From an optimization exercise on the open Yosys and OpenROAD flow, aimed at small area and a short achievable clock period; shortcuts taken in it are not production practice. No run shown here included a check of the RTL's function; only the layout flow was run. Power and IR drop assume default switching activity.

==> design.v <==
`timescale 1ns/100ps
module pipelined_divider (input             clock,
                          input             reset,
                          input             input_valid,
                          input       [5:0] input_tag,
                          input      [23:0] divisor,
                          input      [31:0] dividend,
                          output reg        output_valid,
                          output reg  [5:0] output_tag,
                          output reg [31:0] quotient,
                          output reg [31:0] remainder);
    reg        v0;
    reg  [5:0] t0;
    reg [31:0] a0;
    reg [23:0] d0;
    reg        z0;
    reg        n0;
    wire       in_z = (divisor == 24'd0);
    always @(posedge clock) begin
        v0 <= reset ? 1'b0 : input_valid;
        t0 <= input_tag;
        a0 <= dividend ^ {32{dividend[31]}};   
        d0 <= {divisor[23:1], divisor[0] | in_z};
        z0 <= in_z;
        n0 <= dividend[31];
    end
    wire [31:0] x0 = a0;
    wire [25:0] d3_0 = {2'd0, d0} + {1'd0, d0, 1'b0};
    wire [0:0] p1 = x0[31];
    wire [1:0] s1 = {1'b0, p1} - {1'b0, d0[0:0]};
    wire g1 = (d0[23:1] == 23'd0) & ~s1[1];
    wire [0:0] r1_c = g1 ? s1[0:0] : p1;
    wire [1:0] p2 = {r1_c, x0[30]};
    wire [2:0] s2 = {1'b0, p2} - {1'b0, d0[1:0]};
    wire g2 = (d0[23:2] == 22'd0) & ~s2[2];
    wire [1:0] r2_c = g2 ? s2[1:0] : p2;
    reg        v1, n1, z1;
    reg  [5:0] t1;
    reg [23:0] d1;
    reg [25:0] d3_1;
    reg [29:0] a1;
    reg [31:30] q1;
    reg [1:0] r1;
    always @(posedge clock) begin
        v1 <= reset ? 1'b0 : v0;
        t1 <= t0;
        n1 <= n0;
        z1 <= z0;
        d1 <= d0;
        d3_1 <= d3_0;
        a1 <= x0[29:0];
        q1 <= {g1, g2};
        r1 <= r2_c;
    end
    wire [3:0] x4 = {r1, a1[29], a1[28]};
    wire [26:0] s4_1 = {23'd0, x4} - {3'd0, d1};
    wire [26:0] s4_2 = {23'd0, x4} - {2'd0, d1, 1'b0};
    wire [26:0] s4_3 = {23'd0, x4} - {1'd0, d3_1};
    wire c4_1 = ~s4_1[26], c4_2 = ~s4_2[26], c4_3 = ~s4_3[26];
    wire [3:0] r4_c = c4_2 ? (c4_3 ? s4_3[3:0] : s4_2[3:0]) : (c4_1 ? s4_1[3:0] : x4[3:0]);
    reg        v2, n2, z2;
    reg  [5:0] t2;
    reg [23:0] d2;
    reg [25:0] d3_2;
    reg [27:0] a2;
    reg [31:28] q2;
    reg [3:0] r2;
    always @(posedge clock) begin
        v2 <= reset ? 1'b0 : v1;
        t2 <= t1;
        n2 <= n1;
        z2 <= z1;
        d2 <= d1;
        d3_2 <= d3_1;
        a2 <= a1[27:0];
        q2 <= {q1, c4_2, (c4_2 ? c4_3 : c4_1)};
        r2 <= r4_c;
    end
    wire [5:0] x6 = {r2, a2[27], a2[26]};
    wire [26:0] s6_1 = {21'd0, x6} - {3'd0, d2};
    wire [26:0] s6_2 = {21'd0, x6} - {2'd0, d2, 1'b0};
    wire [26:0] s6_3 = {21'd0, x6} - {1'd0, d3_2};
    wire c6_1 = ~s6_1[26], c6_2 = ~s6_2[26], c6_3 = ~s6_3[26];
    wire [5:0] r6_c = c6_2 ? (c6_3 ? s6_3[5:0] : s6_2[5:0]) : (c6_1 ? s6_1[5:0] : x6[5:0]);
    reg        v3, n3, z3;
    reg  [5:0] t3;
    reg [23:0] d3;
    reg [25:0] d3_3;
    reg [25:0] a3;
    reg [31:26] q3;
    reg [5:0] r3;
    always @(posedge clock) begin
        v3 <= reset ? 1'b0 : v2;
        t3 <= t2;
        n3 <= n2;
        z3 <= z2;
        d3 <= d2;
        d3_3 <= d3_2;
        a3 <= a2[25:0];
        q3 <= {q2, c6_2, (c6_2 ? c6_3 : c6_1)};
        r3 <= r6_c;
    end
    wire [7:0] x8 = {r3, a3[25], a3[24]};
    wire [26:0] s8_1 = {19'd0, x8} - {3'd0, d3};
    wire [26:0] s8_2 = {19'd0, x8} - {2'd0, d3, 1'b0};
    wire [26:0] s8_3 = {19'd0, x8} - {1'd0, d3_3};
    wire c8_1 = ~s8_1[26], c8_2 = ~s8_2[26], c8_3 = ~s8_3[26];
    wire [7:0] r8_c = c8_2 ? (c8_3 ? s8_3[7:0] : s8_2[7:0]) : (c8_1 ? s8_1[7:0] : x8[7:0]);
    reg        v4, n4, z4;
    reg  [5:0] t4;
    reg [23:0] d4;
    reg [25:0] d3_4;
    reg [23:0] a4;
    reg [31:24] q4;
    reg [7:0] r4;
    always @(posedge clock) begin
        v4 <= reset ? 1'b0 : v3;
        t4 <= t3;
        n4 <= n3;
        z4 <= z3;
        d4 <= d3;
        d3_4 <= d3_3;
        a4 <= a3[23:0];
        q4 <= {q3, c8_2, (c8_2 ? c8_3 : c8_1)};
        r4 <= r8_c;
    end
    wire [9:0] x10 = {r4, a4[23], a4[22]};
    wire [26:0] s10_1 = {17'd0, x10} - {3'd0, d4};
    wire [26:0] s10_2 = {17'd0, x10} - {2'd0, d4, 1'b0};
    wire [26:0] s10_3 = {17'd0, x10} - {1'd0, d3_4};
    wire c10_1 = ~s10_1[26], c10_2 = ~s10_2[26], c10_3 = ~s10_3[26];
    wire [9:0] r10_c = c10_2 ? (c10_3 ? s10_3[9:0] : s10_2[9:0]) : (c10_1 ? s10_1[9:0] : x10[9:0]);
    reg        v5, n5, z5;
    reg  [5:0] t5;
    reg [23:0] d5;
    reg [25:0] d3_5;
    reg [21:0] a5;
    reg [31:22] q5;
    reg [9:0] r5;
    always @(posedge clock) begin
        v5 <= reset ? 1'b0 : v4;
        t5 <= t4;
        n5 <= n4;
        z5 <= z4;
        d5 <= d4;
        d3_5 <= d3_4;
        a5 <= a4[21:0];
        q5 <= {q4, c10_2, (c10_2 ? c10_3 : c10_1)};
        r5 <= r10_c;
    end
    wire [11:0] x12 = {r5, a5[21], a5[20]};
    wire [26:0] s12_1 = {15'd0, x12} - {3'd0, d5};
    wire [26:0] s12_2 = {15'd0, x12} - {2'd0, d5, 1'b0};
    wire [26:0] s12_3 = {15'd0, x12} - {1'd0, d3_5};
    wire c12_1 = ~s12_1[26], c12_2 = ~s12_2[26], c12_3 = ~s12_3[26];
    wire [11:0] r12_c = c12_2 ? (c12_3 ? s12_3[11:0] : s12_2[11:0]) : (c12_1 ? s12_1[11:0] : x12[11:0]);
    reg        v6, n6, z6;
    reg  [5:0] t6;
    reg [23:0] d6;
    reg [25:0] d3_6;
    reg [19:0] a6;
    reg [31:20] q6;
    reg [11:0] r6;
    always @(posedge clock) begin
        v6 <= reset ? 1'b0 : v5;
        t6 <= t5;
        n6 <= n5;
        z6 <= z5;
        d6 <= d5;
        d3_6 <= d3_5;
        a6 <= a5[19:0];
        q6 <= {q5, c12_2, (c12_2 ? c12_3 : c12_1)};
        r6 <= r12_c;
    end
    wire [13:0] x14 = {r6, a6[19], a6[18]};
    wire [26:0] s14_1 = {13'd0, x14} - {3'd0, d6};
    wire [26:0] s14_2 = {13'd0, x14} - {2'd0, d6, 1'b0};
    wire [26:0] s14_3 = {13'd0, x14} - {1'd0, d3_6};
    wire c14_1 = ~s14_1[26], c14_2 = ~s14_2[26], c14_3 = ~s14_3[26];
    wire [13:0] r14_c = c14_2 ? (c14_3 ? s14_3[13:0] : s14_2[13:0]) : (c14_1 ? s14_1[13:0] : x14[13:0]);
    reg        v7, n7, z7;
    reg  [5:0] t7;
    reg [23:0] d7;
    reg [25:0] d3_7;
    reg [17:0] a7;
    reg [31:18] q7;
    reg [13:0] r7;
    always @(posedge clock) begin
        v7 <= reset ? 1'b0 : v6;
        t7 <= t6;
        n7 <= n6;
        z7 <= z6;
        d7 <= d6;
        d3_7 <= d3_6;
        a7 <= a6[17:0];
        q7 <= {q6, c14_2, (c14_2 ? c14_3 : c14_1)};
        r7 <= r14_c;
    end
    wire [15:0] x16 = {r7, a7[17], a7[16]};
    wire [26:0] s16_1 = {11'd0, x16} - {3'd0, d7};
    wire [26:0] s16_2 = {11'd0, x16} - {2'd0, d7, 1'b0};
    wire [26:0] s16_3 = {11'd0, x16} - {1'd0, d3_7};
    wire c16_1 = ~s16_1[26], c16_2 = ~s16_2[26], c16_3 = ~s16_3[26];
    wire [15:0] r16_c = c16_2 ? (c16_3 ? s16_3[15:0] : s16_2[15:0]) : (c16_1 ? s16_1[15:0] : x16[15:0]);
    reg        v8, n8, z8;
    reg  [5:0] t8;
    reg [23:0] d8;
    reg [25:0] d3_8;
    reg [15:0] a8;
    reg [31:16] q8;
    reg [15:0] r8;
    always @(posedge clock) begin
        v8 <= reset ? 1'b0 : v7;
        t8 <= t7;
        n8 <= n7;
        z8 <= z7;
        d8 <= d7;
        d3_8 <= d3_7;
        a8 <= a7[15:0];
        q8 <= {q7, c16_2, (c16_2 ? c16_3 : c16_1)};
        r8 <= r16_c;
    end
    wire [17:0] x18 = {r8, a8[15], a8[14]};
    wire [26:0] s18_1 = {9'd0, x18} - {3'd0, d8};
    wire [26:0] s18_2 = {9'd0, x18} - {2'd0, d8, 1'b0};
    wire [26:0] s18_3 = {9'd0, x18} - {1'd0, d3_8};
    wire c18_1 = ~s18_1[26], c18_2 = ~s18_2[26], c18_3 = ~s18_3[26];
    wire [17:0] r18_c = c18_2 ? (c18_3 ? s18_3[17:0] : s18_2[17:0]) : (c18_1 ? s18_1[17:0] : x18[17:0]);
    reg        v9, n9, z9;
    reg  [5:0] t9;
    reg [23:0] d9;
    reg [25:0] d3_9;
    reg [13:0] a9;
    reg [31:14] q9;
    reg [17:0] r9;
    always @(posedge clock) begin
        v9 <= reset ? 1'b0 : v8;
        t9 <= t8;
        n9 <= n8;
        z9 <= z8;
        d9 <= d8;
        d3_9 <= d3_8;
        a9 <= a8[13:0];
        q9 <= {q8, c18_2, (c18_2 ? c18_3 : c18_1)};
        r9 <= r18_c;
    end
    wire [19:0] x20 = {r9, a9[13], a9[12]};
    wire [26:0] s20_1 = {7'd0, x20} - {3'd0, d9};
    wire [26:0] s20_2 = {7'd0, x20} - {2'd0, d9, 1'b0};
    wire [26:0] s20_3 = {7'd0, x20} - {1'd0, d3_9};
    wire c20_1 = ~s20_1[26], c20_2 = ~s20_2[26], c20_3 = ~s20_3[26];
    wire [19:0] r20_c = c20_2 ? (c20_3 ? s20_3[19:0] : s20_2[19:0]) : (c20_1 ? s20_1[19:0] : x20[19:0]);
    reg        v10, n10, z10;
    reg  [5:0] t10;
    reg [23:0] d10;
    reg [25:0] d3_10;
    reg [11:0] a10;
    reg [31:12] q10;
    reg [19:0] r10;
    always @(posedge clock) begin
        v10 <= reset ? 1'b0 : v9;
        t10 <= t9;
        n10 <= n9;
        z10 <= z9;
        d10 <= d9;
        d3_10 <= d3_9;
        a10 <= a9[11:0];
        q10 <= {q9, c20_2, (c20_2 ? c20_3 : c20_1)};
        r10 <= r20_c;
    end
    wire [21:0] x22 = {r10, a10[11], a10[10]};
    wire [26:0] s22_1 = {5'd0, x22} - {3'd0, d10};
    wire [26:0] s22_2 = {5'd0, x22} - {2'd0, d10, 1'b0};
    wire [26:0] s22_3 = {5'd0, x22} - {1'd0, d3_10};
    wire c22_1 = ~s22_1[26], c22_2 = ~s22_2[26], c22_3 = ~s22_3[26];
    wire [21:0] r22_c = c22_2 ? (c22_3 ? s22_3[21:0] : s22_2[21:0]) : (c22_1 ? s22_1[21:0] : x22[21:0]);
    reg        v11, n11, z11;
    reg  [5:0] t11;
    reg [23:0] d11;
    reg [25:0] d3_11;
    reg [9:0] a11;
    reg [31:10] q11;
    reg [21:0] r11;
    always @(posedge clock) begin
        v11 <= reset ? 1'b0 : v10;
        t11 <= t10;
        n11 <= n10;
        z11 <= z10;
        d11 <= d10;
        d3_11 <= d3_10;
        a11 <= a10[9:0];
        q11 <= {q10, c22_2, (c22_2 ? c22_3 : c22_1)};
        r11 <= r22_c;
    end
    wire [23:0] x24 = {r11, a11[9], a11[8]};
    wire [26:0] s24_1 = {3'd0, x24} - {3'd0, d11};
    wire [26:0] s24_2 = {3'd0, x24} - {2'd0, d11, 1'b0};
    wire [26:0] s24_3 = {3'd0, x24} - {1'd0, d3_11};
    wire c24_1 = ~s24_1[26], c24_2 = ~s24_2[26], c24_3 = ~s24_3[26];
    wire [23:0] r24_c = c24_2 ? (c24_3 ? s24_3[23:0] : s24_2[23:0]) : (c24_1 ? s24_1[23:0] : x24[23:0]);
    reg        v12, n12, z12;
    reg  [5:0] t12;
    reg [23:0] d12;
    reg [25:0] d3_12;
    reg [7:0] a12;
    reg [31:8] q12;
    reg [23:0] r12;
    always @(posedge clock) begin
        v12 <= reset ? 1'b0 : v11;
        t12 <= t11;
        n12 <= n11;
        z12 <= z11;
        d12 <= d11;
        d3_12 <= d3_11;
        a12 <= a11[7:0];
        q12 <= {q11, c24_2, (c24_2 ? c24_3 : c24_1)};
        r12 <= r24_c;
    end
    wire [25:0] x26 = {r12, a12[7], a12[6]};
    wire [26:0] s26_1 = {1'd0, x26} - {3'd0, d12};
    wire [26:0] s26_2 = {1'd0, x26} - {2'd0, d12, 1'b0};
    wire [26:0] s26_3 = {1'd0, x26} - {1'd0, d3_12};
    wire c26_1 = ~s26_1[26], c26_2 = ~s26_2[26], c26_3 = ~s26_3[26];
    wire [23:0] r26_c = c26_2 ? (c26_3 ? s26_3[23:0] : s26_2[23:0]) : (c26_1 ? s26_1[23:0] : x26[23:0]);
    reg        v13, n13, z13;
    reg  [5:0] t13;
    reg [23:0] d13;
    reg [25:0] d3_13;
    reg [5:0] a13;
    reg [31:6] q13;
    reg [23:0] r13;
    always @(posedge clock) begin
        v13 <= reset ? 1'b0 : v12;
        t13 <= t12;
        n13 <= n12;
        z13 <= z12;
        d13 <= d12;
        d3_13 <= d3_12;
        a13 <= a12[5:0];
        q13 <= {q12, c26_2, (c26_2 ? c26_3 : c26_1)};
        r13 <= r26_c;
    end
    wire [25:0] x28 = {r13, a13[5], a13[4]};
    wire [26:0] s28_1 = {1'd0, x28} - {3'd0, d13};
    wire [26:0] s28_2 = {1'd0, x28} - {2'd0, d13, 1'b0};
    wire [26:0] s28_3 = {1'd0, x28} - {1'd0, d3_13};
    wire c28_1 = ~s28_1[26], c28_2 = ~s28_2[26], c28_3 = ~s28_3[26];
    wire [23:0] r28_c = c28_2 ? (c28_3 ? s28_3[23:0] : s28_2[23:0]) : (c28_1 ? s28_1[23:0] : x28[23:0]);
    reg        v14, n14, z14;
    reg  [5:0] t14;
    reg [23:0] d14;
    reg [25:0] d3_14;
    reg [3:0] a14;
    reg [31:4] q14;
    reg [23:0] r14;
    always @(posedge clock) begin
        v14 <= reset ? 1'b0 : v13;
        t14 <= t13;
        n14 <= n13;
        z14 <= z13;
        d14 <= d13;
        d3_14 <= d3_13;
        a14 <= a13[3:0];
        q14 <= {q13, c28_2, (c28_2 ? c28_3 : c28_1)};
        r14 <= r28_c;
    end
    wire [25:0] x30 = {r14, a14[3], a14[2]};
    wire [26:0] s30_1 = {1'd0, x30} - {3'd0, d14};
    wire [26:0] s30_2 = {1'd0, x30} - {2'd0, d14, 1'b0};
    wire [26:0] s30_3 = {1'd0, x30} - {1'd0, d3_14};
    wire c30_1 = ~s30_1[26], c30_2 = ~s30_2[26], c30_3 = ~s30_3[26];
    wire [23:0] r30_c = c30_2 ? (c30_3 ? s30_3[23:0] : s30_2[23:0]) : (c30_1 ? s30_1[23:0] : x30[23:0]);
    reg        v15, n15, z15;
    reg  [5:0] t15;
    reg [23:0] d15;
    reg [25:0] d3_15;
    reg [1:0] a15;
    reg [31:2] q15;
    reg [23:0] r15;
    always @(posedge clock) begin
        v15 <= reset ? 1'b0 : v14;
        t15 <= t14;
        n15 <= n14;
        z15 <= z14;
        d15 <= d14;
        d3_15 <= d3_14;
        a15 <= a14[1:0];
        q15 <= {q14, c30_2, (c30_2 ? c30_3 : c30_1)};
        r15 <= r30_c;
    end
    wire [25:0] x32 = {r15, a15[1], a15[0]};
    wire [26:0] s32_1 = {1'd0, x32} - {3'd0, d15};
    wire [26:0] s32_2 = {1'd0, x32} - {2'd0, d15, 1'b0};
    wire [26:0] s32_3 = {1'd0, x32} - {1'd0, d3_15};
    wire c32_1 = ~s32_1[26], c32_2 = ~s32_2[26], c32_3 = ~s32_3[26];
    wire [23:0] r32_c = c32_2 ? (c32_3 ? s32_3[23:0] : s32_2[23:0]) : (c32_1 ? s32_1[23:0] : x32[23:0]);
    wire [31:0] qf = {q15, c32_2, (c32_2 ? c32_3 : c32_1)};
    wire [23:0] rf = r32_c;
    reg        v16, n16, z16;
    reg  [5:0] t16;
    reg [31:0] q16;
    reg [23:0] r16;
    reg [23:0] d16;
    always @(posedge clock) begin
        d16 <= d15;
        v16 <= reset ? 1'b0 : v15;
        t16 <= t15;
        n16 <= n15;
        z16 <= z15;
        q16 <= qf;
        r16 <= rf;
    end
    wire        ex = ({1'b0, r16} + 25'd1) == {1'b0, d16};
    wire [31:0] qs = n16 ? ~q16 + {31'd0, ~ex} : q16;
    wire [31:0] rs = n16 ? (ex ? 32'd0 : ~{8'd0, r16}) : {8'd0, r16};
    always @(posedge clock) begin
        output_valid <= reset ? 1'b0 : v16;
        output_tag <= t16;
        quotient <= z16 ? {{31{~n16}}, 1'b1} : qs;
        remainder <= z16 ? qs : rs;
    end
endmodule
==> run.sh <==
#!/bin/bash
# synth_recipe.tcl (not shown) runs the flow's synth.tcl, then flattens the netlist and writes it again
# the make line also repeats each setting of config.mk as NAME=value (left out here)
make -C /OpenROAD-flow-scripts/flow DESIGN_CONFIG=/design/flow/config.mk WORK_HOME=/design/flow/orfs CLKGATE_MAP_FILE= SYNTH_SCRIPT=/design/flow/synth_recipe.tcl finish
==> config.mk <==
export PLATFORM = sky130hd
export DESIGN_NAME = pipelined_divider
export DESIGN_NICKNAME = pipelined_divider
export VERILOG_FILES = /design/flow/design.v
export SDC_FILE = /design/flow/constraint.sdc
export NUM_CORES = 4
export LEC_CHECK = 0
export ABC_CLOCK_PERIOD_IN_PS = 3000
export CAP_MARGIN = 20
export CORE_MARGIN = 2
export CORE_UTILIZATION = 40
export SETUP_SLACK_MARGIN = 3.0
export SLEW_MARGIN = 20
==> constraint.sdc <==
create_clock -name core_clock -period 7.0 [get_ports {clock}]
set_input_delay 1.4000 -clock core_clock [delete_from_list [all_inputs] [get_ports {clock}]]
set_output_delay 1.4000 -clock core_clock [all_outputs]
set_load 0.01 [all_outputs]
==> results of run 1 <==
sequential cells by signal (all words and copies together) (netlist names), 28 cells and up:
signal     flops
q16           32
q15           30
a1            30
a2            28
a0            31
remainder     32
quotient      32
q14           28
area by class of cell:
class,instances,area (um2)
well taps,2688,3363
clock inverters,95,1384
clock buffers,243,5219
fillers,19300,110300
inverters,702,2645
repair buffers,217,2061
multi-input cells,5939,43450
flip-flops and latches,1802,36120
report_power, final:
group	internal, uW	switching (uW)
clock network	6190	4200
registers	11800	1510
logic	6850	8760
through the flow:
| step | hold slack [ps] | util [%] | total power [uW] |
|---|---|---|---|
| floorplan | 309.6 | - | 24570 |
| global placement | 309.5 | 42.47 | 28430 |
| detailed placement | 312.0 | 42.47 | 28630 |
| CTS | 310.0 | 45.86 | 39310 |
| global route | 310.1 | 46.06 | 41880 |
| finish | 304.4 | 46.06 | 39270 |
timing repair:
| action | in CTS | in global routing |
|---|---|---|
| resized for setup | 45 | 48 |
| endpoints found under the setup margin | 89 | 204 |
| pin swaps | 15 | 9 |
| setup buffers | 24 | 15 |
| cloned | 0 | 3 |
Yosys cell counts, types with 24 or more instances:
| cell type | instances |
|---|---|
| o31ai_1 | 42 |
| dfxtp_1 | 1802 |
| a211oi_1 | 185 |
| nand2_1 | 431 |
| buf_2 | 40 |
| inv_1 | 698 |
| and2_1 | 44 |
| fa_1 | 47 |
| xor2_1 | 220 |
| nor2_1 | 598 |
| xnor2_1 | 340 |
| and3_1 | 58 |
| o21ai_0 | 435 |
| mux2i_1 | 239 |
| or2_2 | 35 |
| a21oi_1 | 626 |
| nand3_1 | 117 |
| a31o_2 | 24 |
| a21boi_0 | 49 |
| nor3_1 | 175 |
| nand2b_1 | 127 |
| a31oi_1 | 95 |
| nor4_1 | 91 |
| o211ai_1 | 42 |
| a21o_1 | 197 |
| o21bai_1 | 50 |
| nand4_1 | 44 |
| o21a_1 | 150 |
| clkbuf_1 | 109 |
| o22ai_1 | 32 |
| or3_1 | 72 |
| o31a_1 | 39 |
| ha_1 | 783 |
| a211o_1 | 26 |
| nor2b_1 | 167 |
| mux2_2 | 38 |
worst paths after layout:
| path | from | slack (ps) | end |
|---|---|---|---|
| worst max-delay path | r16[4] | 2860 | remainder[28] |
| worst min-delay path | a6[13] | 300 | a7[13] |
| worst max register to register | r16[4] | 2860 | remainder[28] |
| worst min register to register | a6[13] | 300 | a7[13] |
worst max-delay path, stage by stage (launching register included):
cell	delay (ps)
dfxtp_4	390
and4_4	270
nand4_1	250
buf_4	230
buf_4	130
nor2_1	100
xnor2_1	170
nor4_2	70
and3_1	150
nand3_1	60
or4_4	160
ha_4	150
ha_4	140
nand2_4	40
or3_4	380
nor3_4	170
nand2_2	110
or3_4	350
or3_4	350
nand2_2	80
xnor2_1	80
a21o_1	180
metal layers:
layer	wire length (um)	vias to the layer above	share of wire, %
li1	-	30940	-
met1	91310	28940	43
met2	104700	1304	49
met3	8420	368	4.0
met4	7687	0	3.6
met5	0	-	0
cell families after synthesis:
logic type      after synthesis  synth area share, %
xor+xnor                    560                5.955
fa+ha+maj                   830                13.04
buf+inv                     868                4.059
compound gates             2225                17.49
mux                         278                3.438
other cells                   1             0.004553
simple gates               2043                12.22
flops                      1802                43.80
==> flow_summary_export.csv, run 1 <==
group,metric,value,unit
synthesis,synth_cell_types,105,
synthesis,syn_area_per_cell,9.570,um2
cells_and_area,nets,9741,
detailed_routing,first_pass_iters,6,
global_route,grt_use_met3,2.624,%
power,vdd_drop_max,0.0003511,V
cts,cts_hold_buf,0,
global_route,gr-usage-met1,23.81,%
timing,finalSetupViolCount,0,
setup_path,critPathMaxFanout,6,
synthesis,yosys_most_used_dff,"dfxtp_1",
timing,maxSlewViolCount,0,
cells_and_area,final_common_cell,"dfxtp_1",
power,power.density,416.7,nW/um2
job,max_cap_viol_count,0,
timing,finClkSkew,50.35,ps
placed_design,placed_cell_area,86890,um2
power,p_leak,0.04180,uW
timing,max_freq,241.7,MHz
detailed_routing,routed_via_density,5.267,
timing,slew_headroom,18.84,%
synthesis,synth_fp_nets,9502,
hold_path,hold_path_class,"reg -> reg",
cts,cts.sinks,1802,
setup_path,crit_required,7710,ps
cells_and_area,antennaDiodeCount,0,
synthesis,synth-edff-count,0,
global_route,overflow,0,
synthesis,synthTopCellsByArea,"dfxtp_1 (44%), ha_1 (12%), a21oi_1 (3.8%), xnor2_1 (3.6%), inv_1 (3.2%)",
floorplanning,num_rows,166,
setup_path,critPathLaunchType,"flop",
floorplanning,placeableCoreArea,204600,um2
global_route,top_usage_layer,"met2",
timing,hold_viol,0,
floorplanning,die_area,209600,um2
placed_design,dp.cells,11310,
cts,cts_buffer_depth,3,
global_route,grt_use_total,19.54,%
cts,clk_latency,830,ps
timing,post-route-period-util,59.11,%
synthesis,synthCells,8607,
placed_design,place_congestion,0.9032,
global_route,grt_max_degree,75,
synthesis,yosysWarnings,1,
detailed_routing,drcViolationCount,0,
synthesis,synth-seq-area-share,43.80,%
floorplanning,die_y,457.8,um
run_status,status,"timing/DRC/antenna clean",
cells_and_area,final_cell_mix,"dfxtp_1 (1789), ha_1 (780), inv_1 (697)",
global_route,antenna_found_initial,1,
cts,root_buffer,"clkbuf_16",
cts,cts_tree,"built",
placed_design,numPortBuffers,135,
floorplanning,die_w,457.8,um
timing,setup_tns,0,ps
cells_and_area,layout.cells.non_filler,11690,
cts,numCtsBuffers,184,
global_route,use_met2,34.86,%
synthesis,synth_top_area_cell,"dfxtp_1",
synthesis,synth.top_cell.area_share,43.80,%
cells_and_area,syn2layout_area_growth,14.41,%
floorplanning,ioPinCount,136,
timing,finalWorstSetupSlack,2862,ps
placed_design,dp_hpwl,166.9,mm
global_route,grt_pass1_vias,59950,
synthesis,synth_area,82370,um2
setup_path,reg2regPathDepth,21,
detailed_routing,wl_per_cell,18.15,um
cts,htreeDepth,4,
cts,cts.clk_slew.worst_paths,60,ps
detailed_routing,ant_nets,0,
placed_design,dpl_worst_slack,2320,ps
synthesis,ys_ff_latch,1802,
setup_path,critPathCaptureType,"flop",
cells_and_area,stdcell_area,94240,um2
timing,fin_crit,4138,ps
detailed_routing,drt-initial-drc-count,3648,
global_route,grt_pass1_wl,328.8,mm
cells_and_area,drive_above_1_share,6.924,%
hold_path,min_delay_path_depth,0,
floorplanning,start_util,40.26,%
synthesis,async_reset_ff_share,0,%
detailed_routing,wl,212.1,mm
timing,worst_pin_slew,1216,ps
setup_path,path_class,"reg -> reg",
setup_path,arrival,4850,ps
detailed_routing,vias,61550,
timing,rsz0062_at_grt,"true",
==> run 2, diff against run 1 <==
--- a/config.mk
+++ b/config.mk
@@ -9,5 +9,5 @@
 export CAP_MARGIN = 20
 export CORE_MARGIN = 2
 export CORE_UTILIZATION = 40
-export SETUP_SLACK_MARGIN = 3.0
+export SETUP_SLACK_MARGIN = 3.6
 export SLEW_MARGIN = 20
==> flow_summary_export.csv, run 2 <==
group,metric,value,unit
detailed_routing,wl_per_cell,19.50,um
setup_path,crit_cells,22,
setup_path,cp_slowest_cell,"dfxtp_4",
synthesis,synthTopCellsByArea,"dfxtp_1 (44%), ha_1 (12%), a21oi_1 (3.8%), xnor2_1 (3.6%), inv_1 (3.2%)",
timing,hold_viol,0,
global_route,grt_pass1_wl,345.6,mm
job,max_cap_viol_count,0,
synthesis,synth.top_cell.area_share,43.80,%
floorplanning,num_rows,166,
cts,clk_latency,840,ps
detailed_routing,routed_via_density,5.354,
cts,cts_buffer_depth,3,
cells_and_area,reg_top3,"q16: 32 flops, quotient: 32 flops, remainder: 32 flops",
detailed_routing,drcViolationCount,0,
cells_and_area,nets,9994,
detailed_routing,first_pass_iters,6,
cts,cts.clk_slew.worst_paths,60,ps
timing,post-route-period-util,59.46,%
detailed_routing,wl,233.0,mm
timing,finClkSkew,54.49,ps
setup_path,r2r-end,"remainder[28]",
synthesis,yosysMostFrequentCell,"dfxtp_1",
synthesis,synth_area,82370,um2
cts,cts_hold_buf,0,
synthesis,synth_cell_types,105,
cts,cts.sinks,1802,
synthesis,async_reset_ff_share,0,%
hold_path,hold_path_class,"reg -> reg",
setup_path,path_buf_inv,1,
floorplanning,start_util,40.26,%
detailed_routing,vias,63980,
setup_path,cp_slowest_stage_delay,380,ps
synthesis,synth_top_area_cell,"dfxtp_1",
setup_path,critPathCaptureType,"flop",
floorplanning,die_w,457.8,um
synthesis,yosys_most_used_dff,"dfxtp_1",
synthesis,syn_area_per_cell,9.570,um2
run_status,status,"timing/DRC/antenna clean",
global_route,grt_use_total,20.75,%
floorplanning,die_y,457.8,um
floorplanning,placeableCoreArea,204600,um2
placed_design,place_congestion,0.8979,
floorplanning,die_area,209600,um2
setup_path,reg2regPathDepth,22,
placed_design,placed_cell_area,86930,um2
cts,numCtsBuffers,188,
setup_path,reg2reg_from,"r16[0]",
synthesis,synth-seq-area-share,43.80,%
cells_and_area,syn2layout_area_growth,20.89,%
cells_and_area,drive_above_1_share,13.43,%
setup_path,cpLargestDelayFamily,"simple AND/OR/NAND/NOR gates",
synthesis,synth_fp_nets,9502,
global_route,grt_pass1_vias,61470,
timing,maxSlewViolCount,0,
cts,cts_tree,"built",
setup_path,endpoint,"remainder[28]",
power,power.density,425.8,nW/um2
timing,finalSetupViolCount,0,
cts,htreeDepth,4,
placed_design,dp_hpwl,170.8,mm
synthesis,synth_common_cells,"dfxtp_1 (1802), ha_1 (783), inv_1 (698)",
timing,rsz0062_at_grt,"true",
placed_design,numPortBuffers,135,
cells_and_area,stdcell_area,99580,um2
timing,max_freq,240.3,MHz
synthesis,ys_ff_latch,1802,
cells_and_area,final_cell_mix,"dfxtp_1 (1744), ha_1 (749), inv_1 (682)",
timing,slew_headroom,34.03,%
detailed_routing,drt-initial-drc-count,4216,
timing,fin_crit,4162,ps
synthesis,yosysWarnings,1,
setup_path,path_class,"reg -> reg",
global_route,antenna_found_initial,7,
global_route,grt_max_degree,88,
timing,setup_tns,0,ps
setup_path,crit_path_cell_trace,"ha_4 > and2_4 > buf_6 > nor2_1 > o211a_1 > o31ai_1 > o31a_1 > nor4_2 > and3_1 > nand3_1 > or4_4 > ha_4 > ha_4 > nand2_4 > or3_4 > nor3_4 > nand2_2 > or3_4 > or3_4 > nand2_2 > xnor2_1 > a21o_1",
setup_path,worstSetupStartpoint,"r16[0]",
cells_and_area,nFillCells,18870,
setup_path,critPathLaunchType,"flop",
floorplanning,ioPinCount,136,
detailed_routing,ant_nets,0,
power,p_leak,0.04374,uW
synthesis,synthCells,8607,
setup_path,arrival,4880,ps
setup_path,crit_required,7720,ps
power,vdd_drop_max,0.0003154,V
cts,root_buffer,"clkbuf_16",
setup_path,r2r_slack,2840,ps
setup_path,critPathMaxFanout,4,
cells_and_area,final_common_cell,"dfxtp_1",
synthesis,synth-edff-count,0,
global_route,overflow,0,
timing,worst_pin_slew,989.6,ps
[run 2: cell count changes in the layout (fill, tap and decap cells not counted), moves of 31 or more]
cell     before   now
a21oi_1     619   572
a21oi_2       6    47
buf_4        71   231
dfxtp_1    1789  1744
dfxtp_2       3    38
ha_1        780   749
o21ai_0     432   395
[run 2: cell families (layout without fill, tap and decap cells)]
kind of cell             after synthesis  count (layout)  synth area share (%)
flip-flops                          1802            1802                 43.80
adder cells (fa/ha/maj)              830             830                 13.04
other                                  1              11              0.004553
buffers and inverters                868            1504                 4.059
AO/OA/AOI/OAI                       2225            2233                 17.49
XOR/XNOR                             560             560                 5.955
AND/OR/NAND/NOR                     2043            2045                 12.22
multiplexers                         278             278                 3.438
[run 2: how the worst min path moves through the flow]
stage                      start       endpoint  slack [ps]  cells past startpoint
after floorplan            a9[0]         a10[0]         310                      0
after global placement    t16[1]  output_tag[1]         310                      0
final                     a6[13]         a7[13]         290                      0
after global routing      a6[13]         a7[13]         300                      0
after detailed placement   a9[1]         a10[1]         310                      0
after CTS                 a6[13]         a7[13]         290                      0
[run 2: what timing repair did]
| action | CTS | global route |
|---|---|---|
| gates resized for setup | 358 | 362 |
| setup endpoints to repair | 300 | 300 |
| pin swaps | 111 | 150 |
| setup buffers | 105 | 149 |
| cloned | 19 | 22 |
[run 2: power breakdown]
| group | total, uW | internal, uW | switching [uW] | leakage (uW) |
|---|---|---|---|---|
| registers | 13300 | 11800 | 1540 | 0.0151 |
| clock network | 10600 | 6360 | 4270 | 0.00330 |
| logic | 18500 | 8280 | 10200 | 0.0253 |
[run 2: area by class of cell]
| cell class | instances | area (um2) | share of cell area (%) |
|---|---|---|---|
| multi-input cells | 5947 | 45830 | 46.03 |
| flip-flops and latches | 1802 | 36200 | 36.35 |
| clock buffers | 247 | 5259 | 5.281 |
| repair buffers | 458 | 4702 | 4.722 |
| well taps | 2688 | 3363 | 3.377 |
| inverters | 702 | 2665 | 2.676 |
| clock inverters | 97 | 1535 | 1.542 |
| diodes | 10 | 25.02 | 0.02513 |
[run 2: stage by stage]
stage | total power [uW] | std cells | util [%] | setup slack, ps | hold WS (ps)
floorplan | 24580 | 8607 | - | 2900 | 309.6
global placement | 28660 | 11300 | 42.48 | 2292 | 309.5
detailed placement | 28860 | 11300 | 42.49 | 2273 | 312.1
CTS | 40920 | 11770 | 47.14 | 2864 | 291.1
global route | 44880 | 11950 | 48.67 | 2698 | 295.5
finish | 42400 | 11950 | 48.67 | 2838 | 285.7
[run 2: layer usage]
layer	GRT usage [%]	wire length, um	vias to the layer above
met1	25.29	99150	30610
met5	0	27	-
li1	-	-	31440
met4	7.687	8904	4
met3	2.722	9802	463
met2	37.05	115100	1464
==> run 3, diff against run 2 <==
--- a/design.v
+++ b/design.v
@@ -25,7 +25,6 @@
         n0 <= dividend[31];
     end
     wire [31:0] x0 = a0;
-    wire [25:0] d3_0 = {2'd0, d0} + {1'd0, d0, 1'b0};
     wire [0:0] p1 = x0[31];
     wire [1:0] s1 = {1'b0, p1} - {1'b0, d0[0:0]};
     wire g1 = (d0[23:1] == 23'd0) & ~s1[1];
@@ -47,16 +46,19 @@
         n1 <= n0;
         z1 <= z0;
         d1 <= d0;
-        d3_1 <= d3_0;
+        d3_1 <= {2'd0, d0} + {1'd0, d0, 1'b0};
         a1 <= x0[29:0];
         q1 <= {g1, g2};
         r1 <= r2_c;
     end
     wire [3:0] x4 = {r1, a1[29], a1[28]};
-    wire [26:0] s4_1 = {23'd0, x4} - {3'd0, d1};
-    wire [26:0] s4_2 = {23'd0, x4} - {2'd0, d1, 1'b0};
-    wire [26:0] s4_3 = {23'd0, x4} - {1'd0, d3_1};
-    wire c4_1 = ~s4_1[26], c4_2 = ~s4_2[26], c4_3 = ~s4_3[26];
+    wire [3:0] dl4 = d1[3:0];
+    wire hz4 = (d1[23:4] == 20'd0);
+    wire [5:0] dl4_3 = {2'd0, dl4} + {1'd0, dl4, 1'b0};
+    wire [6:0] s4_1 = {3'd0, x4} - {3'd0, dl4};
+    wire [6:0] s4_2 = {3'd0, x4} - {2'd0, dl4, 1'b0};
+    wire [6:0] s4_3 = {3'd0, x4} - {1'd0, dl4_3};
+    wire c4_1 = hz4 & ~s4_1[6], c4_2 = hz4 & ~s4_2[6], c4_3 = hz4 & ~s4_3[6];
     wire [3:0] r4_c = c4_2 ? (c4_3 ? s4_3[3:0] : s4_2[3:0]) : (c4_1 ? s4_1[3:0] : x4[3:0]);
     reg        v2, n2, z2;
     reg  [5:0] t2;
@@ -77,10 +79,13 @@
         r2 <= r4_c;
     end
     wire [5:0] x6 = {r2, a2[27], a2[26]};
-    wire [26:0] s6_1 = {21'd0, x6} - {3'd0, d2};
-    wire [26:0] s6_2 = {21'd0, x6} - {2'd0, d2, 1'b0};
-    wire [26:0] s6_3 = {21'd0, x6} - {1'd0, d3_2};
-    wire c6_1 = ~s6_1[26], c6_2 = ~s6_2[26], c6_3 = ~s6_3[26];
+    wire [5:0] dl6 = d2[5:0];
+    wire hz6 = (d2[23:6] == 18'd0);
+    wire [7:0] dl6_3 = {2'd0, dl6} + {1'd0, dl6, 1'b0};
+    wire [8:0] s6_1 = {3'd0, x6} - {3'd0, dl6};
+    wire [8:0] s6_2 = {3'd0, x6} - {2'd0, dl6, 1'b0};
+    wire [8:0] s6_3 = {3'd0, x6} - {1'd0, dl6_3};
+    wire c6_1 = hz6 & ~s6_1[8], c6_2 = hz6 & ~s6_2[8], c6_3 = hz6 & ~s6_3[8];
     wire [5:0] r6_c = c6_2 ? (c6_3 ? s6_3[5:0] : s6_2[5:0]) : (c6_1 ? s6_1[5:0] : x6[5:0]);
     reg        v3, n3, z3;
     reg  [5:0] t3;
@@ -101,10 +106,13 @@
         r3 <= r6_c;
     end
     wire [7:0] x8 = {r3, a3[25], a3[24]};
-    wire [26:0] s8_1 = {19'd0, x8} - {3'd0, d3};
-    wire [26:0] s8_2 = {19'd0, x8} - {2'd0, d3, 1'b0};
-    wire [26:0] s8_3 = {19'd0, x8} - {1'd0, d3_3};
-    wire c8_1 = ~s8_1[26], c8_2 = ~s8_2[26], c8_3 = ~s8_3[26];
+    wire [7:0] dl8 = d3[7:0];
+    wire hz8 = (d3[23:8] == 16'd0);
+    wire [9:0] dl8_3 = {2'd0, dl8} + {1'd0, dl8, 1'b0};
+    wire [10:0] s8_1 = {3'd0, x8} - {3'd0, dl8};
+    wire [10:0] s8_2 = {3'd0, x8} - {2'd0, dl8, 1'b0};
+    wire [10:0] s8_3 = {3'd0, x8} - {1'd0, dl8_3};
+    wire c8_1 = hz8 & ~s8_1[10], c8_2 = hz8 & ~s8_2[10], c8_3 = hz8 & ~s8_3[10];
     wire [7:0] r8_c = c8_2 ? (c8_3 ? s8_3[7:0] : s8_2[7:0]) : (c8_1 ? s8_1[7:0] : x8[7:0]);
     reg        v4, n4, z4;
     reg  [5:0] t4;
@@ -125,10 +133,13 @@
         r4 <= r8_c;
     end
     wire [9:0] x10 = {r4, a4[23], a4[22]};
-    wire [26:0] s10_1 = {17'd0, x10} - {3'd0, d4};
-    wire [26:0] s10_2 = {17'd0, x10} - {2'd0, d4, 1'b0};
-    wire [26:0] s10_3 = {17'd0, x10} - {1'd0, d3_4};
-    wire c10_1 = ~s10_1[26], c10_2 = ~s10_2[26], c10_3 = ~s10_3[26];
+    wire [9:0] dl10 = d4[9:0];
+    wire hz10 = (d4[23:10] == 14'd0);
+    wire [11:0] dl10_3 = {2'd0, dl10} + {1'd0, dl10, 1'b0};
+    wire [12:0] s10_1 = {3'd0, x10} - {3'd0, dl10};
+    wire [12:0] s10_2 = {3'd0, x10} - {2'd0, dl10, 1'b0};
+    wire [12:0] s10_3 = {3'd0, x10} - {1'd0, dl10_3};
+    wire c10_1 = hz10 & ~s10_1[12], c10_2 = hz10 & ~s10_2[12], c10_3 = hz10 & ~s10_3[12];
     wire [9:0] r10_c = c10_2 ? (c10_3 ? s10_3[9:0] : s10_2[9:0]) : (c10_1 ? s10_1[9:0] : x10[9:0]);
     reg        v5, n5, z5;
     reg  [5:0] t5;
@@ -149,10 +160,13 @@
         r5 <= r10_c;
     end
     wire [11:0] x12 = {r5, a5[21], a5[20]};
-    wire [26:0] s12_1 = {15'd0, x12} - {3'd0, d5};
-    wire [26:0] s12_2 = {15'd0, x12} - {2'd0, d5, 1'b0};
-    wire [26:0] s12_3 = {15'd0, x12} - {1'd0, d3_5};
-    wire c12_1 = ~s12_1[26], c12_2 = ~s12_2[26], c12_3 = ~s12_3[26];
+    wire [11:0] dl12 = d5[11:0];
+    wire hz12 = (d5[23:12] == 12'd0);
+    wire [13:0] dl12_3 = {2'd0, dl12} + {1'd0, dl12, 1'b0};
+    wire [14:0] s12_1 = {3'd0, x12} - {3'd0, dl12};
+    wire [14:0] s12_2 = {3'd0, x12} - {2'd0, dl12, 1'b0};
+    wire [14:0] s12_3 = {3'd0, x12} - {1'd0, dl12_3};
+    wire c12_1 = hz12 & ~s12_1[14], c12_2 = hz12 & ~s12_2[14], c12_3 = hz12 & ~s12_3[14];
     wire [11:0] r12_c = c12_2 ? (c12_3 ? s12_3[11:0] : s12_2[11:0]) : (c12_1 ? s12_1[11:0] : x12[11:0]);
     reg        v6, n6, z6;
     reg  [5:0] t6;
@@ -411,12 +425,14 @@
         r16 <= rf;
     end
     wire        ex = ({1'b0, r16} + 25'd1) == {1'b0, d16};
-    wire [31:0] qs = n16 ? ~q16 + {31'd0, ~ex} : q16;
+    wire [31:0] qn = -q16;
+    wire [31:0] qs = n16 ? (ex ? ~q16 : qn) : q16;
     wire [31:0] rs = n16 ? (ex ? 32'd0 : ~{8'd0, r16}) : {8'd0, r16};
+    wire [31:0] qa = q16 ^ {32{n16}};   
     always @(posedge clock) begin
         output_valid <= reset ? 1'b0 : v16;
         output_tag <= t16;
         quotient <= z16 ? {{31{~n16}}, 1'b1} : qs;
-        remainder <= z16 ? qs : rs;
+        remainder <= z16 ? qa : rs;
     end
 endmodule
==> flow_summary_export.csv, run 3 <==
group,metric,value,unit
cts,numCtsBuffers,182,
detailed_routing,drcViolationCount,0,
synthesis,synth.top_cell.area_share,43.68,%
synthesis,synth-seq-area-share,43.68,%
setup_path,cp_slowest_cell,"or3_4",
timing,maxSlewViolCount,8,
setup_path,cpMostUsedCell,"inv_2",
detailed_routing,drt-initial-drc-count,3937,
hold_path,hp-start,"d3_5[14]",
floorplanning,start_util,40.29,%
cells_and_area,stdcell_area,99350,um2
cells_and_area,reg_top3,"q16: 32 flops, quotient: 32 flops, remainder: 32 flops",
detailed_routing,ant_nets,0,
cts,cts_tree,"built",
cts,htreeDepth,4,
setup_path,worstSetupStartpoint,"a11[8]",
synthesis,synth_fp_nets,9462,
run_status,so.violations,"max-capacitance violations, max-slew violations",
cells_and_area,multi_input_area,45950,um2
cells_and_area,final_common_cell,"dfxtp_1",
detailed_routing,vias,63030,
floorplanning,ioPinCount,136,
synthesis,ys_ff_latch,1802,
floorplanning,placeableCoreArea,205000,um2
timing,rsz0062_at_grt,"true",
synthesis,yosysWarnings,1,
timing,setup_tns,0,ps
cells_and_area,regArea,36190,um2
cells_and_area,nFillCells,18670,
cts,clk_latency,840,ps
power,power.density,424.4,nW/um2
floorplanning,die_area,210100,um2
timing,worst_pin_slew,1600,ps
power,vdd_drop_max,0.0002971,V
cts,cts_buffer_depth,3,
power,p_leak,0.04343,uW
synthesis,syn_area_per_cell,9.686,um2
global_route,antenna_found_initial,1,
global_route,grt_max_degree,79,
placed_design,dp.cells,11220,
timing,finalWorstSetupSlack,3509,ps
synthesis,yosys_most_used_dff,"dfxtp_1",
cells_and_area,syn2layout_area_growth,20.30,%
cells_and_area,nets,9914,
global_route,overflow,0,
floorplanning,die_y,458.4,um
floorplanning,num_rows,166,
placed_design,dpl_worst_slack,2623,ps
synthesis,synth_area,82580,um2
timing,finClkSkew,53.64,ps
setup_path,crit_path_cell_trace,"inv_2 > ha_4 > inv_2 > fa_2 > a211oi_4 > o21a_1 > nor4b_2 > or3_4 > o21ai_4 > a21oi_2 > a22o_4 > buf_6 > o31a_4 > or3_1 > a31oi_1",
hold_path,hold_path_class,"reg -> reg",
detailed_routing,wl_per_cell,18.96,um
job,max_cap_viol_count,1,
synthesis,synth_common_cells,"dfxtp_1 (1802), ha_1 (794), inv_1 (741)",
cells_and_area,final_cell_mix,"dfxtp_1 (1734), ha_1 (763), inv_1 (714)",
timing,max_freq,286.4,MHz
cts,cts.sinks,1802,
timing,hold_viol,0,
global_route,grt_use_total,20.25,%
placed_design,numPortBuffers,135,
setup_path,cp_slowest_stage_delay,410,ps
synthesis,async_reset_ff_share,0,%
setup_path,critPathCaptureType,"flop",
detailed_routing,routed_via_density,5.332,
floorplanning,die_w,458.4,um
global_route,grt_pass1_vias,62090,
setup_path,critPathMaxFanout,5,
synthesis,synth_cell_types,95,
placed_design,placed_cell_area,87030,um2
timing,slew_headroom,-7.790,%
global_route,grt_pass1_wl,340.9,mm
placed_design,dp_hpwl,161.5,mm
synthesis,synthTopCellsByArea,"dfxtp_1 (44%), ha_1 (12%), xnor2_1 (3.9%), a21oi_1 (3.8%), mux2i_1 (3.5%)",
setup_path,critPathLaunchType,"flop",
placed_design,place_congestion,0.8972,
setup_path,arrival,4220,ps
cells_and_area,drive_above_1_share,13.37,%
synthesis,synthCells,8526,
timing,finalSetupViolCount,0,
run_status,status,"finished with violations",
synthesis,synth_top_area_cell,"dfxtp_1",
setup_path,crit_required,7730,ps
cts,root_buffer,"clkbuf_16",
cts,cts.clk_slew.worst_paths,70,ps
timing,fin_crit,3491,ps
setup_path,reg2reg_from,"a11[8]",
cells_and_area,layout.cells.non_filler,11820,
synthesis,yosysMostFrequentCell,"dfxtp_1",
detailed_routing,wl,224.1,mm
timing,post-route-period-util,49.87,%
synthesis,synth-edff-count,0,
detailed_routing,first_pass_iters,6,
setup_path,path_class,"reg -> reg",
==> run 3: cell count changes in the layout (fill, tap and decap cells not counted), moves of 25 or more <==
| cell | previous run | this run |
|---|---|---|
| o211ai_1 | 42 | 72 |
| o21ai_0 | 395 | 349 |
| buf_4 | 231 | 192 |
| xnor2_1 | 338 | 363 |
| mux2i_1 | 221 | 267 |
| or3_1 | 70 | 43 |
| fa_1 | 32 | 62 |
| nor2_1 | 585 | 547 |
| inv_1 | 682 | 714 |
==> run 3: repair_timing <==
item	4_1_cts	5_1_grt
setup buffers	137	77
gates cloned	30	19
hold buffers	0	0
resized for setup	392	368
setup endpoints to repair	323	316
pin swaps	131	164
==> run 3: metrics by stage <==
stage / power [uW] / utilization, % / hold WS (ps)
final: 42160 / 48.46 / 305.0
after global routing: 44630 / 48.46 / 306.6
after CTS: 40710 / 47.33 / 302.5
after detailed placement: 28370 / 42.45 / 312.1
after global placement: 28140 / 42.44 / 310.1
after floorplan: 24380 / - / 309.6
==> run 3: final timing paths <==
check	end	slack [ps]	cells after the start
worst max-delay path	r12[13]	3510	15
worst min-delay path	d3_6[14]	310	0
worst max register to register	r12[13]	3510	15
worst min register to register	d3_6[14]	310	0
==> run 3: power breakdown <==
group	internal, uW	switching [uW]
combinational	8350	10100
clock	6180	4250
sequential	11800	1520
==> run 3: layout make-up <==
type	count	share of cell area, %
Antenna cell	1	0.002519
Clock buffer	236	5.072
Clock inverter	102	1.625
Inverter	744	2.851
Multi-Input combinational cell	5833	46.25
Sequential cell	1802	36.43
Tap cell	2688	3.385
Timing Repair Buffer	411	4.350
Timing Repair inverter	4	0.03652
==> run 3: cells by family after synthesis <==
family,synth area share [%]
compound gates,17.14
xor+xnor,6.109
fa+ha+maj,13.90
buf+inv,4.204
flops,43.68
mux,4.013
other cells,0.004541
simple gates,10.95
==> run 3: metal layers <==
metal / vias up / wire [um] / global-route usage (%)
met2: 1422 / 109800 / 35.78
met5: - / 0 / 0
met1: 30060 / 95600 / 24.63
met4: 0 / 9377 / 8.337
met3: 457 / 9268 / 2.793
li1: 31090 / - / -
==> run 3: critical path: cells and delay by family, from the launching register on <==
family	cells	cell delay [ps]
DFF	1	310
AOI/OAI and AO/OA	7	1460
buffers and inverters	3	230
adders and majority gates	2	550
and+or+nand+nor	3	850
==> run 4, diff against run 3 <==
--- a/config.mk
+++ b/config.mk
@@ -5,6 +5,7 @@
 export SDC_FILE = /design/flow/constraint.sdc
 export NUM_CORES = 4
 export LEC_CHECK = 0
+export ABC_AREA = 1
 export ABC_CLOCK_PERIOD_IN_PS = 3000
 export CAP_MARGIN = 20
 export CORE_MARGIN = 2
==> flow_summary_export.csv, run 4 <==
group,metric,value,unit
cells_and_area,stdcell_area,101000,um2
cells_and_area,final_cell_mix,"nand2_1 (2191), dfxtp_1 (1762), inv_1 (1393)",
timing,hold_viol,0,
timing,finClkSkew,68.32,ps
setup_path,path_buf_inv,1,
synthesis,synth_mux_area_share,0.1577,%
placed_design,placed_cell_area,93490,um2
synthesis,ys_ff_latch,1802,
timing,worst_pin_slew,997.0,ps
setup_path,cp_slowest_stage_delay,600,ps
synthesis,synth_top_area_cell,"dfxtp_1",
hold_path,hp-start,"a1[11]",
setup_path,r2r-end,"r15[19]",
cells_and_area,syn2layout_area_growth,13.65,%
setup_path,reg2reg_from,"d14[6]",
setup_path,arrival,1950,ps
timing,post-route-period-util,47.84,%
synthesis,synth-seq-area-share,40.61,%
synthesis,synth_common_cells,"nand2_1 (2200), dfxtp_1 (1802), inv_1 (1411)",
floorplanning,ioPinCount,136,
detailed_routing,wl,317.0,mm
global_route,overflow,0,
floorplanning,die_area,225900,um2
detailed_routing,ant_nets,0,
setup_path,crit_path_cell_trace,"clkdlybuf4s50_1",
run_status,status,"timing/DRC/antenna clean",
placed_design,place_congestion,1.008,
cts,cts_buffer_depth,3,
synthesis,synthSimpleGateAreaFrac,19.48,%
synthesis,synth_top_family_by_area,"simple AND/OR/NAND/NOR gates",
timing,fin_crit,3349,ps
setup_path,reg2regPathDepth,13,
floorplanning,num_rows,172,
timing,finalSetupViolCount,0,
cts,cts.clk_slew.worst_paths,60,ps
synthesis,synth_area,88840,um2
synthesis,yosys_most_used_dff,"dfxtp_1",
cells_and_area,final_common_cell,"nand2_1",
hold_path,min_delay_path_depth,0,
synthesis,synth.top_cell.area_share,40.61,%
detailed_routing,vias,76890,
cts,cts_hold_buf,0,
synthesis,synth_xor_area_share,5.551,%
setup_path,cp_slowest_cell,"clkdlybuf4s50_1",
floorplanning,die_w,475.3,um
global_route,grt_pass1_wl,465.6,mm
synthesis,synth-edff-count,0,
cells_and_area,drive_above_1_share,5.539,%
power,power.density,432.1,nW/um2
detailed_routing,drcViolationCount,0,
placed_design,dp_hpwl,260.0,mm
synthesis,synthTopCellsByArea,"dfxtp_1 (41%), ha_1 (11%), nand2_1 (9.3%), inv_1 (6.0%), a21oi_1 (4.7%)",
floorplanning,die_y,475.3,um
detailed_routing,wl_per_cell,21.74,um
hold_path,min_to,"a2[11]",
cts,root_buffer,"clkbuf_16",
power,p_leak,0.04700,uW
synthesis,yosysWarnings,1,
hold_path,hold_path_class,"reg -> reg",
setup_path,critPathCaptureType,"output port",
setup_path,critPathLaunchType,"flop",
synthesis,syn_area_per_cell,7.938,um2
power,vdd_drop_max,0.0002753,V
timing,rsz0062_at_grt,"true",
timing,slew_headroom,32.92,%
global_route,antenna_found_initial,26,
cells_and_area,nets,12380,
detailed_routing,first_pass_iters,6,
synthesis,synth_cell_types,68,
floorplanning,placeableCoreArea,220200,um2
cells_and_area,layout.cells.non_filler,14580,
cts,clk_latency,890,ps
setup_path,path_class,"reg -> out",
synthesis,synth_fp_nets,12130,
cts,cts_tree,"built",
cts,cts.sinks,1802,
detailed_routing,routed_via_density,5.273,
placed_design,dp.cells,14170,
setup_path,crit_required,5600,ps
setup_path,r2r_slack,3680,ps
timing,max_freq,298.6,MHz
power,p_total,43620,uW
cells_and_area,utilization,45.86,%
synthesis,yosysMostFrequentCell,"nand2_1",
detailed_routing,drt-initial-drc-count,6447,
job,max_cap_viol_count,0,
global_route,grt_use_total,27.38,%
floorplanning,start_util,40.35,%
setup_path,cpLargestDelayFamily,"buffers and inverters",
global_route,grt_max_degree,63,
cts,numCtsBuffers,193,
cts,htreeDepth,4,
synthesis,synthCells,11190,
placed_design,numPortBuffers,135,
synthesis,async_reset_ff_share,0,%
global_route,grt_pass1_vias,73820,
synthesis,yosys.area_share.adder,12.92,%
timing,maxSlewViolCount,0,
setup_path,critPathMaxFanout,1,
cells_and_area,reg_top3,"q16: 32 flops, quotient: 32 flops, remainder: 32 flops",
timing,setup_tns,0,ps
synthesis,synth_compound_area_share,14.52,%
## run 4: cell count changes in the layout (fill, tap and decap cells not counted), moves of 147 or more
cell,before,now
nor2_1,547,803
o21ai_0,349,818
mux2i_1,267,14
nand3_1,119,560
a21oi_1,568,832
inv_1,714,1393
nand2_1,403,2191
xnor2_1,363,216
buf_4,192,45
## run 4: what timing repair did
item,in CTS,in global routing
buffers inserted,0,26
endpoints found under the hold margin,0,0
endpoints found under the setup margin,166,201
resized for setup,76,83
pin swaps,0,1
cloned,6,7
## run 4: cells by family after synthesis
family / Yosys count
flops: 1802
other cells: 1
simple gates: 4071
xor+xnor: 563
mux: 14
fa+ha+maj: 871
buf+inv: 1576
compound gates: 2294
## run 4: report_power, final
part	leakage (uW)	internal [uW]	switching, uW
combinational	0.0286	6540	12400
sequential	0.0151	11800	2170
clock	0.00327	6110	4590
## run 4: final cells by class
| cell class | instances | area [um2] |
|---|---|---|
| antenna | 15 | 37.54 |
| clock buffer | 238 | 5270 |
| clock inverter | 122 | 1531 |
| fill | 21900 | 119200 |
| inverter | 1426 | 5434 |
| multi-input combinational | 7814 | 46900 |
| sequential | 1802 | 36140 |
| tap | 2958 | 3701 |
| timing repair buffer | 193 | 1851 |
| timing repair inverter | 13 | 95.09 |
## run 4: routing by layer
layer	up-vias	share of wire [%]	track usage (%)	routed length, um
met5	-	0.0088	0	28
met4	4	4.8	12.22	15230
met3	581	6.0	3.794	18920
met2	2543	44	43.59	140200
met1	36040	45	36.81	142600
li1	37720	-	-	-
## run 4: through the flow
stage | worst slack, ps | hold slack [ps]
4_1_cts | 3538 | 304.5
5_1_grt | 3567 | 295.8
6_report | 3651 | 300.2
3_5_place_dp | 2916 | 312.1
3_3_place_gp | 2953 | 309.7
2_1_floorplan | 4312 | 309.6
## run 4: worst max-delay path by stage
stage / from / end / cells after the start
5_1_grt: d3_12[0] / r13[22] / 14
4_1_cts: d3_13[0] / r14[23] / 13
3_3_place_gp: a10[11] / r11[8] / 13
3_5_place_dp: a10[11] / r11[8] / 13
6_report: quotient[8] / quotient[8] / 1
2_1_floorplan: d5[1] / r6[9] / 13

separate check: timing with driven ports:
No port has a modelled driver above. Below, the same layouts with a new extraction and two added sets of constraints. Step 1 (the two cells are an assumption about what drives the block):
set clk [get_ports {clock}]
set_driving_cell -lib_cell sky130_fd_sc_hd__clkbuf_16 $clk
set_driving_cell -lib_cell sky130_fd_sc_hd__buf_2 [delete_from_list [all_inputs] $clk]
Step 2 adds t to the input delays and takes it off the output delays; t is the mean of the earliest and latest rising clock arrival at the registers after step 1. Input paths then give back, and output paths get back, about the clock's delay inside the block. Three values: no drivers, after step 1, after step 2; two values: the first two.
| run | t, ns | slack for setup (ns) | worst register clock-pin slew, ns |
|---|---|---|---|
| run 1 | 0.893 | 2.862 / 2.862 / 2.862 | 0.07 / 0.07 |
| run 2 | 0.898 | 2.838 / 2.838 / 2.838 | 0.07 / 0.07 |
| run 3 | 0.891 | 3.509 / 3.509 / 3.509 | 0.07 / 0.07 |
| run 4 | 0.948 | 3.651 / 3.560 / 3.684 | 0.07 / 0.07 |
